This is an optimization exercise on Yosys and OpenROAD, whose aim is small area and a short achievable clock period, not a production implementation. Power and IR drop assume default switching activity.

v6:
## STDPmodel_4PWL
module STDPmodel_4PWL
(reset, clk, A_pre, A_post, start_replay_phase, W_previous, W_new);
For scale: roughly 1700 cells after synthesis, about 69 I/O pins, about 17000 µm² of cells after synthesis.
==> flow/config.mk <==
export PLATFORM = sky130hd
export DESIGN_NAME = STDPmodel_4PWL
export DESIGN_NICKNAME = STDPmodel_4PWL
export VERILOG_FILES = /design/flow/design.v
export SDC_FILE = /design/flow/constraint.sdc
export NUM_CORES = 4
export LEC_CHECK = 0
export CAP_MARGIN = 20
export CORE_MARGIN = 2
export CORE_UTILIZATION = 40
export SETUP_SLACK_MARGIN = 4
export SLEW_MARGIN = 20
==> flow/constraint.sdc <==
create_clock -name core_clock -period 7.5 [get_ports {clk}]
set_input_delay 1.5000 -clock core_clock [delete_from_list [all_inputs] [get_ports {clk}]]
set_output_delay 1.5000 -clock core_clock [all_outputs]
set_load 0.01 [all_outputs]
run.sh (not shown) runs the stock make flow with config.mk's settings and CLKGATE_MAP_FILE= SYNTH_SCRIPT=/design/flow/synth_recipe.tcl, a recipe that flattens the netlist after the stock synthesis.
Edits applied to the flow inputs when going from v6 to v7:
-- flow/design.v --
<<< v6, line 51
	  else if (A_post)        Count_post <= 3'd6;
	  else if (Count_post!=0) Count_post <= Count_post - 3'd1;
	reg nz;
	always @(posedge clk)
	  nz <= !reset && (A_pre || Count_pre > 3'd1) && (A_post || Count_post > 3'd1);
	wire AdaptW = nz && !reset;
	wire [2:0] Delta_Count = Count_post - Count_pre;
>>> v7, line 51
	  else if (A_post)        Count_post <= 3'd6;
	  else if (Count_post!=0) Count_post <= Count_post - 3'd1;
	wire nz_next = !reset && (A_pre || Count_pre > 3'd1) && (A_post || Count_post > 3'd1);
	reg nz;
	always @(posedge clk) nz <= nz_next;
	wire AdaptW = nz && !reset;
	wire [2:0] Delta_Count = Count_post - Count_pre;
<<< v6, line 84
	endfunction
	wire [31:0] ws_in = W_previous ^ ({32{~d2}} & wmax_minus_mask(W_previous));
	reg  [31:0] Ws_q1, W_previous_q2, W_previous_q3;
	reg  g1;
	wire [31:0] w_q1  = Ws_q1 ^ ({32{~g1}} & wmax_minus_mask(Ws_q1));
	always @(posedge clk)
	  if (nz) begin
	    Ws_q1 <= ws_in;  g1 <= d2;
	    W_previous_q2 <= w_q1;
	    W_previous_q3 <= W_previous_q2;
	  end
	reg v1, v2, v3;
	always @(posedge clk)
	  if (reset) begin
	    v1 <= 1'b0; v2 <= 1'b0; v3 <= 1'b0;
	  end else if (nz) begin
	    v1 <= 1'b1; v2 <= v1; v3 <= v2;
	  end
	wire [3:0]  codeT = {d2, abs_dc};
	reg         sgn2;
>>> v7, line 84
	endfunction
	wire [31:0] ws_in = W_previous ^ ({32{~d2}} & wmax_minus_mask(W_previous));
	reg  [31:0] Ws_q1, W_previous_q2, base_q;
	reg  g1, v1, v2;
	wire [31:0] w_q1 = Ws_q1 ^ ({32{~g1}} & wmax_minus_mask(Ws_q1));
	always @(posedge clk)
	  if (nz) begin
	    Ws_q1 <= ws_in;  g1 <= d2;
	    W_previous_q2 <= w_q1;
	  end
	always @(posedge clk)
	  if (reset) begin
	    v1 <= 1'b0; v2 <= 1'b0;
	  end else if (nz) begin
	    v1 <= 1'b1; v2 <= v1;
	  end
	wire [31:0] q2_next = nz ? w_q1 : W_previous_q2;
	wire        v2_next = nz ? v1 : v2;
	always @(posedge clk)
	  if (reset)
	    base_q <= 32'd0;
	  else if (nz_next)
	    base_q <= v2_next ? q2_next : 32'd0;
	wire [3:0]  codeT = {d2, abs_dc};
	reg         sgn2;
<<< v6, line 564
	  sgn3 <= sgn2;
	end
	wire [31:0] base = nz ? (v2 ? W_previous_q2 : 32'd0)
	                      : (v3 ? W_previous_q3 : 32'd0);
	wire [31:0] bx = base ^ {32{sgn3}};
	wire [27:0] cs_s = bx[27:0] ^ P3a ^ P3b;
	wire [27:0] cs_c = (bx[27:0] & P3a) | (bx[27:0] & P3b) | (P3a & P3b);
>>> v7, line 569
	  sgn3 <= sgn2;
	end
	wire [31:0] bx = base_q ^ {32{sgn3}};
	wire [27:0] cs_s = bx[27:0] ^ P3a ^ P3b;
	wire [27:0] cs_c = (bx[27:0] & P3a) | (bx[27:0] & P3b) | (P3a & P3b);
Findings:
Relative to v6, the combinational power of v7 is higher by about 1%. NOTE standby leakage power v6->v7 increased by a few percent. v7 against v6: fraction of layout instances using a drive strength above 1 shows no meaningful change; core utilization of the finished layout rose by 0.33 points; number of signal-net buffers in the layout higher; data-path buffer share of cell area in the final layout +0.25 points; via count now smaller. v7 ended up with sky130_fd_sc_hd__dfxtp_1 as its most common library cell in the layout ignoring fill and taps; v6 ended up with sky130_fd_sc_hd__inv_1. v7 ends up with a fraction of power consumed by combinational cells that is 0.3 points higher than in v6.
No functional check of the RTL was part of any run of this note.

-- static timing again, ports no longer ideal --
No port has a modelled driver above. Below, the same layouts with a new extraction and two added sets of constraints.
Step 1: set_driving_cell puts a clkbuf_16 on clk and a buf_2 on each other input, an assumption about the parent block.
Step 2 times the ports against the registers' clock, not the clock port: input delays grow and output delays shrink by t, the midpoint of the rising clock arrivals with the driver on.
Slacks: no drivers / after step 1 / after step 2; pairs: no drivers / after step 1.
run	t (ns)	setup WS [ns]	hold slack, ns	latest minus earliest clock arrival (ns)	worst slew at a driven data input, ns
v6	0.603	3.929 / 3.929 / 3.521	0.326 / 0.326 / 0.326	0.022 / 0.022	0.04
v7	0.599	2.502 / 2.512 / 1.913	0.326 / 0.326 / 0.326	0.025 / 0.025	0.05
After both steps setup and hold are still met in every run listed. The setup slack of v7, which loses most, moves by +0.010 ns with the drivers and by -0.589 ns with both steps.
